Context: an optimization exercise on an open-source flow, tuned for small area, a short achievable clock period and few clock cycles per item. The choices shown serve that exercise and are no tape-out recipe.
The RTL was checked by simulation tests, not by an equivalence proof against the original design.

// SHA1_hash
module SHA1_hash (
	clk,
	nreset,
	start_hash,
	message_addr,
	message_size,
	hash,
	done,
	port_A_data_in,
	port_A_data_out,
	port_A_addr,
	port_A_we
	);
clock: 6.3 ns
lec_check: 0
cap_margin: 20
core_margin: 2
core_utilization: 45
place_density: 0.6
setup_slack_margin: 3.6
slew_margin: 20
synth_hierarchical: 1
synth_minimum_keep_size: 0
standard.sh (not shown) runs the stock make flow with config.mk's settings and CLKGATE_MAP_FILE= SYNTH_SCRIPT=/design/flow/synth_recipe.tcl, a recipe that flattens the netlist after the stock synthesis.
==> flow/flow/run.sh <==
#!/bin/bash
# The standard layout, with the port buffers made as buf_1 cells instead of
# the resizer's default choice (a delay buffer). Full output in standard.log.
set -e
export BUFFER_PORTS_ARGS="-buffer_cell sky130_fd_sc_hd__buf_1"
bash standard.sh > standard.log 2>&1
The baseline completed without violations.
Testbench counts at the start, summed over its fixed seeds: cycles 68,472, messages 96.
Change:
==> flow/run.sh (new file) <==
#!/bin/bash
# synth_recipe.tcl (not shown) runs the flow's synth.tcl, then flattens the netlist and writes it again
# the make line also repeats each setting of config.mk as NAME=value (left out here)
make -C /OpenROAD-flow-scripts/flow DESIGN_CONFIG=/design/flow/config.mk WORK_HOME=/design/flow/orfs CLKGATE_MAP_FILE= SYNTH_SCRIPT=/design/flow/synth_recipe.tcl finish
removed: flow/flow/run.sh
removed: flow/standard.sh
Effect: The new run went through all stages and came out clean. Setup slack is worse by 6.1 ps. Via count rose by about 2.4%. Wire length rose by 4.3%. Die area stays the same.
Change:
==> flow/flow/run.sh (new file) <==
#!/bin/bash
# The standard layout, with the port buffers made as buf_1 cells instead of
# the resizer's default choice (a delay buffer). Full output in standard.log.
set -e
export BUFFER_PORTS_ARGS="-buffer_cell sky130_fd_sc_hd__buf_1"
bash standard.sh > standard.log 2>&1
==> flow/standard.sh (new file) <==
#!/bin/bash
# synth_recipe.tcl (not shown) runs the flow's synth.tcl, then flattens the netlist and writes it again
# the make line also repeats each setting of config.mk as NAME=value (left out here)
make -C /OpenROAD-flow-scripts/flow DESIGN_CONFIG=/design/flow/config.mk WORK_HOME=/design/flow/orfs CLKGATE_MAP_FILE= SYNTH_SCRIPT=/design/flow/synth_recipe.tcl "${@:-finish}"
Settings changed: CTS_CLUSTER_DIAMETER from default to 70, CTS_CLUSTER_SIZE from default to 28.
removed: flow/run.sh
After rerunning: Area after synthesis does not change; non-clock buffer count shrinks by 99; global-route usage shrinks by 0.99 points; core utilization goes down by 4.1 points; maximum frequency stays flat; cell count is lower by 4.2%; worst setup slack is worse by 7.9 ps; count of clock-buffer cells in the layout falls by 73.


== JK ==
SHA1_hash, a different RTL version from the one above (not shown whole).
Size in the first run: about 310 I/O pins, ~36000 um^2 of cells after synthesis.
==> flow/config.mk <==
export PLATFORM = sky130hd
export DESIGN_NAME = SHA1_hash
export DESIGN_NICKNAME = SHA1_hash
export VERILOG_FILES = /design/flow/design.v
export SDC_FILE = /design/flow/constraint.sdc
export NUM_CORES = 4
export LEC_CHECK = 0
export CAP_MARGIN = 20
export CORE_MARGIN = 2
export CORE_UTILIZATION = 45
export CTS_CLUSTER_DIAMETER = 70
export CTS_CLUSTER_SIZE = 34
export PLACE_DENSITY = 0.6
export SETUP_SLACK_MARGIN = 3.9
export SLEW_MARGIN = 20
export SYNTH_HIERARCHICAL = 1
export SYNTH_MINIMUM_KEEP_SIZE = 0
==> flow/constraint.sdc <==
create_clock -name core_clock -period 6.3 [get_ports {clk}]
set_input_delay 1.2600 -clock core_clock [delete_from_list [all_inputs] [get_ports {clk}]]
set_output_delay 1.2600 -clock core_clock [all_outputs]
set_load 0.01 [all_outputs]
==> flow/flow/run.sh <==
#!/bin/bash
# The standard layout, with the port buffers made as buf_1 cells instead of
# the resizer's default choice (a delay buffer). Full output in standard.log.
set -e
export BUFFER_PORTS_ARGS="-buffer_cell sky130_fd_sc_hd__buf_1"
bash standard.sh > standard.log 2>&1
JK went all the way through synthesis, placement and routing and the layout is clean on timing, DRC and antenna.
Testbench counts of JK, summed over its fixed seeds: cycles 68,472, messages 96.
### JK -> MS
- a change of SETUP_SLACK_MARGIN from 3.9 to 3.6
==> comparison <==
Result for JK and MS: all clean
Diff JK and MS: clock latency on the worst-skew pair higher in MS
Global-route usage in MS is 0.98 points lower than in JK
Compared with JK, MS ends up with less cell area.
Sort JK and MS by final critical delay including setup and external delays desc -> top: MS
Wire: MS routes less than JK
Modified inputs, AL compared to MS
- PLACE_DENSITY now 0.65, was 0.6
- CORE_UTILIZATION now 55, was 45
### Flow results
Side by side, via count turned out lower in AL than in MS. Between MS and AL, the post-route worst setup slack is lower for AL. Total placed instance area: MS and AL compared, higher one is MS. STATUS die area: AL wins against MS. Taking MS as the reference, in AL met2 routing resource usage after global routing climbed 6.5 points; total length of routed wires now sits lower; number of nets in the final layout -14; count of boundary I/O pins held. On non-clock buffer count, the lower figure sits with AL, not MS.
Here is what was changed in the inputs of TR compared with AL.
- PLACE_DENSITY changed from 0.65 to 0.6
- CORE_UTILIZATION changed from 55 to 45
- CTS_CLUSTER_SIZE changed from 34 to 28
==> comparison <==
The origin of the worst setup path comes out H2[25]$_DFFE_PP_ in one run and H2[21]$_DFFE_PP_ in the other, namely in TR and AL respectively. AL → TR: worst slack at placement lower, growth of design area from synthesis to finish climbed 1.3 points. Comparing AL against TR, there is no change at all in number of endpoints failing setup at the final stage. TR against AL: die area moved up, wire length on met1 moved up, headroom to the max-slew limit moved down. The routed wire length of TR is higher than that of AL. Minimum setup slack in the final design in TR is 0.036 ns higher than in AL.


The RTL this note starts from:
==> flow/design.v <==
module SHA1_hash (
	clk,
	nreset,
	start_hash,
	message_addr,
	message_size,
	hash,
	done,
	port_A_data_in,
	port_A_data_out,
	port_A_addr,
	port_A_we
	);
input          clk;
input          nreset;
input          start_hash;
input  [31:0]  message_addr;
input  [31:0]  message_size;
output [159:0] hash;
output         done;
output [31:0]  port_A_data_in;
input  [31:0]  port_A_data_out;
output [15:0]  port_A_addr;
output         port_A_we;
reg         busy, done, first;
reg  [6:0]  p;
reg         isT, rot, x30, tph, memsel, adinc, is13;
reg  [1:0]  rngF, rngK;
reg  [2:0]  ivi;
reg  [31:0] A, B, C, G, J;
reg  [31:0] H0, H1, H2, H3, H4;
reg  [511:0] W;              
reg  [13:0] addr;
reg  [7:0]  wc;              
reg         over;            
reg  [1:0]  sz;              
reg  [3:0]  blk;             
assign port_A_we      = 1'b0;
assign port_A_data_in = 32'h0;
assign port_A_addr    = {addr, 2'b00};
assign hash           = {H0, H1, H2, H3, H4};
wire start_go = start_hash & ~busy;
wire [6:0] pinc = (p == 7'd80) ? 7'd0 : p + 7'd1;
function [1:0] rng;
	input [6:0] q;
	rng = (q < 20) ? 2'd0 : (q < 40) ? 2'd1 : (q < 60) ? 2'd2 : 2'd3;
endfunction
always @(posedge clk) begin
	if (start_go) begin
		p      <= 7'd77;
		isT    <= 1'b0;
		rot    <= 1'b1;
		x30    <= 1'b1;
		tph    <= 1'b0;
		memsel <= 1'b0;
		adinc  <= 1'b0;
		is13   <= 1'b0;
		rngF   <= 2'd3;
		rngK   <= 2'd3;
		ivi    <= 3'd4;
	end else begin
		p      <= pinc;
		isT    <= (pinc == 7'd0);
		rot    <= (pinc >= 7'd77) || (pinc == 7'd0);
		x30    <= (pinc >= 7'd77) && (pinc <= 7'd79);
		tph    <= (pinc == 7'd80) || (pinc == 7'd0);
		memsel <= (pinc >= 7'd79) || (pinc <= 7'd13);
		adinc  <= (pinc >= 7'd78) || (pinc <= 7'd12);
		is13   <= (pinc == 7'd13);
		rngF   <= rng(pinc);
		rngK   <= (pinc == 7'd80) ? 2'd0 : rng(pinc + 7'd1);
		ivi    <= (pinc == 7'd0) ? 3'd0 : (pinc == 7'd80) ? 3'd1 :
		          (pinc == 7'd79) ? 3'd2 : (pinc == 7'd78) ? 3'd3 : 3'd4;
	end
end
wire [6:0] nbs = message_size[9:3] + 7'd1;    
always @(posedge clk or negedge nreset) begin
	if (!nreset) begin
		busy <= 1'b0;
		done <= 1'b0;
	end else if (start_go) begin
		busy <= 1'b1;
		done <= 1'b0;
	end else if (busy && isT && !first && blk == 4'd0) begin
		busy <= 1'b0;
		done <= 1'b1;
	end
end
always @(posedge clk) begin
	if (start_go) begin
		first <= 1'b1;
		blk   <= nbs[6:3];
	end else if (isT) begin
		first <= 1'b0;
		if (!first && blk != 4'd0)
			blk <= blk - 4'd1;
	end
end
always @(posedge clk) begin
	if (start_go)
		addr <= message_addr[15:2];
	else if (adinc)
		addr <= addr + 14'd1;
end
always @(posedge clk) begin
	if (start_go) begin
		wc   <= message_size[9:2];
		over <= 1'b0;
		sz   <= message_size[1:0];
	end else if (memsel) begin
		if (wc == 8'd0)
			over <= 1'b1;
		else
			wc <= wc - 8'd1;
	end
end
wire [31:0] mbe = {port_A_data_out[7:0], port_A_data_out[15:8],
                   port_A_data_out[23:16], port_A_data_out[31:24]};
reg  [31:0] mmask, mpad;
always @* begin
	if (over) begin
		mmask = 32'h0;
		mpad  = 32'h0;
	end else if (wc == 8'd0) begin
		case (sz)
			2'd0: begin mmask = 32'h00000000; mpad = 32'h80000000; end
			2'd1: begin mmask = 32'hff000000; mpad = 32'h00800000; end
			2'd2: begin mmask = 32'hffff0000; mpad = 32'h00008000; end
			default: begin mmask = 32'hffffff00; mpad = 32'h00000080; end
		endcase
	end else begin
		mmask = 32'hffffffff;
		mpad  = 32'h0;
	end
end
wire        islen = is13 && blk == 4'd0;
wire [31:0] wlen  = islen ? {19'd0, message_size[9:0], 3'd0} : 32'h0;
wire [31:0] wmem  = (mbe & mmask) | mpad | wlen;
wire [31:0] wx  = W[447:416] ^ W[287:256] ^ W[95:64] ^ W[31:0];
wire [31:0] wnw = memsel ? wmem : {wx[30:0], wx[31]};
always @(posedge clk)
	W <= {wnw, W[511:32]};
wire [31:0] Bi = isT ? H0 : A;
wire [31:0] Ci = isT ? H1 : {B[1:0], B[31:2]};
wire [31:0] Ds = tph ? H2 : C;
reg [31:0] fv, Kv, IVv;
always @* begin
	case (rngF)
		2'd0:    fv = (Bi & Ci) | (~Bi & Ds);
		2'd2:    fv = (Bi & Ci) | (Bi & Ds) | (Ci & Ds);
		default: fv = Bi ^ Ci ^ Ds;
	endcase
	case (rngK)
		2'd0:    Kv = 32'h5a827999;
		2'd1:    Kv = 32'h6ed9eba1;
		2'd2:    Kv = 32'h8f1bbcdc;
		default: Kv = 32'hca62c1d6;
	endcase
	case (ivi)
		3'd0:    IVv = 32'h67452301;
		3'd1:    IVv = 32'hefcdab89;
		3'd2:    IVv = 32'h98badcfe;
		3'd3:    IVv = 32'h10325476;
		default: IVv = 32'hc3d2e1f0;
	endcase
end
wire [31:0] Xv   = first ? IVv : (x30 ? {A[1:0], A[31:2]} : A);
wire [31:0] Hop  = first ? 32'h0 : H4;
wire [31:0] hsum = Hop + Xv;
wire [31:0] Anew = {A[26:0], A[31:27]} + G;
always @(posedge clk) begin
	A <= isT ? hsum : Anew;
	B <= Bi;
	C <= Ci;
	G <= fv + J;
	J <= Ds + Kv + W[511:480];
end
always @(posedge clk) begin
	if (busy && rot) begin
		H0 <= hsum;
		H1 <= H0;
		H2 <= H1;
		H3 <= H2;
		H4 <= H3;
	end
end
endmodule
Settings: LEC_CHECK=0, CAP_MARGIN=20, CORE_MARGIN=2, CORE_UTILIZATION=45, PLACE_DENSITY=0.6, SLEW_MARGIN=20; clock period 6.3 ns.
run.sh (not shown) runs the stock make flow with config.mk's settings and CLKGATE_MAP_FILE= SYNTH_SCRIPT=/design/flow/synth_recipe.tcl, a recipe that flattens the netlist after the stock synthesis.
Stock flow here: none of the scripts above is used.
Testbench counts at the start, summed over its fixed seeds: cycles 67,644, messages 96.
Then changed:
SETUP_SLACK_MARGIN = 3.5   (was default)
First-iteration DRC count came out higher by 14%.
Design area came out higher by 11%.
Critical path depth came out higher by 1.
Wire length came out higher by 6.7%.
Count of clock-buffer cells in the layout came out higher by 6.
Synthesized cell count is unchanged.

[re-timing with driven ports]
How much do the figures lean on ideal ports? The routed layouts below were timed once more, with nothing changed but the port constraints. Step 1 sets driving cells, clkbuf_16 on the clock port and buf_2 on the other inputs (assumed; they add their load-dependent delay and slew). Step 2 moves the port delays by t, midway between the first and last clock arrival at a register: inputs arrive t later, outputs are due t later. That takes back most of the time a late clock gives input paths. Three values: no drivers, after step 1, after step 2; two values: the first two.
run | t (ns) | slack for setup (ns) | worst setup path after step 2 | worst data-port slew with drivers (ns)
the first run of note 1 | 0.718 | 3.627 / 3.601 / 3.515 | input to register | 0.04
the second run of note 1 | 0.718 | 3.621 / 3.555 / 3.109 | input to register | 0.05
the third run of note 1 | 0.699 | 3.613 / 3.579 / 3.508 | input to register | 0.04
JK | 0.698 | 3.714 / 3.655 / 3.481 | input to register | 0.05
MS | 0.695 | 3.671 / 3.600 / 3.520 | input to register | 0.05
AL | 0.690 | 3.635 / 3.568 / 3.519 | input to register | 0.04
TR | 0.696 | 3.672 / 3.600 / 3.544 | input to register | 0.05
the first run of note 3 | 0.695 | 1.027 / 1.027 / 1.027 | register to register | 0.07
the second run of note 3 | 0.693 | 1.691 / 1.691 / 1.691 | register to register | 0.07
After both steps every run listed still meets setup and hold. The setup slack of the second run of note 1, which loses most, moves by -0.066 ns with the drivers and by -0.512 ns with both steps.
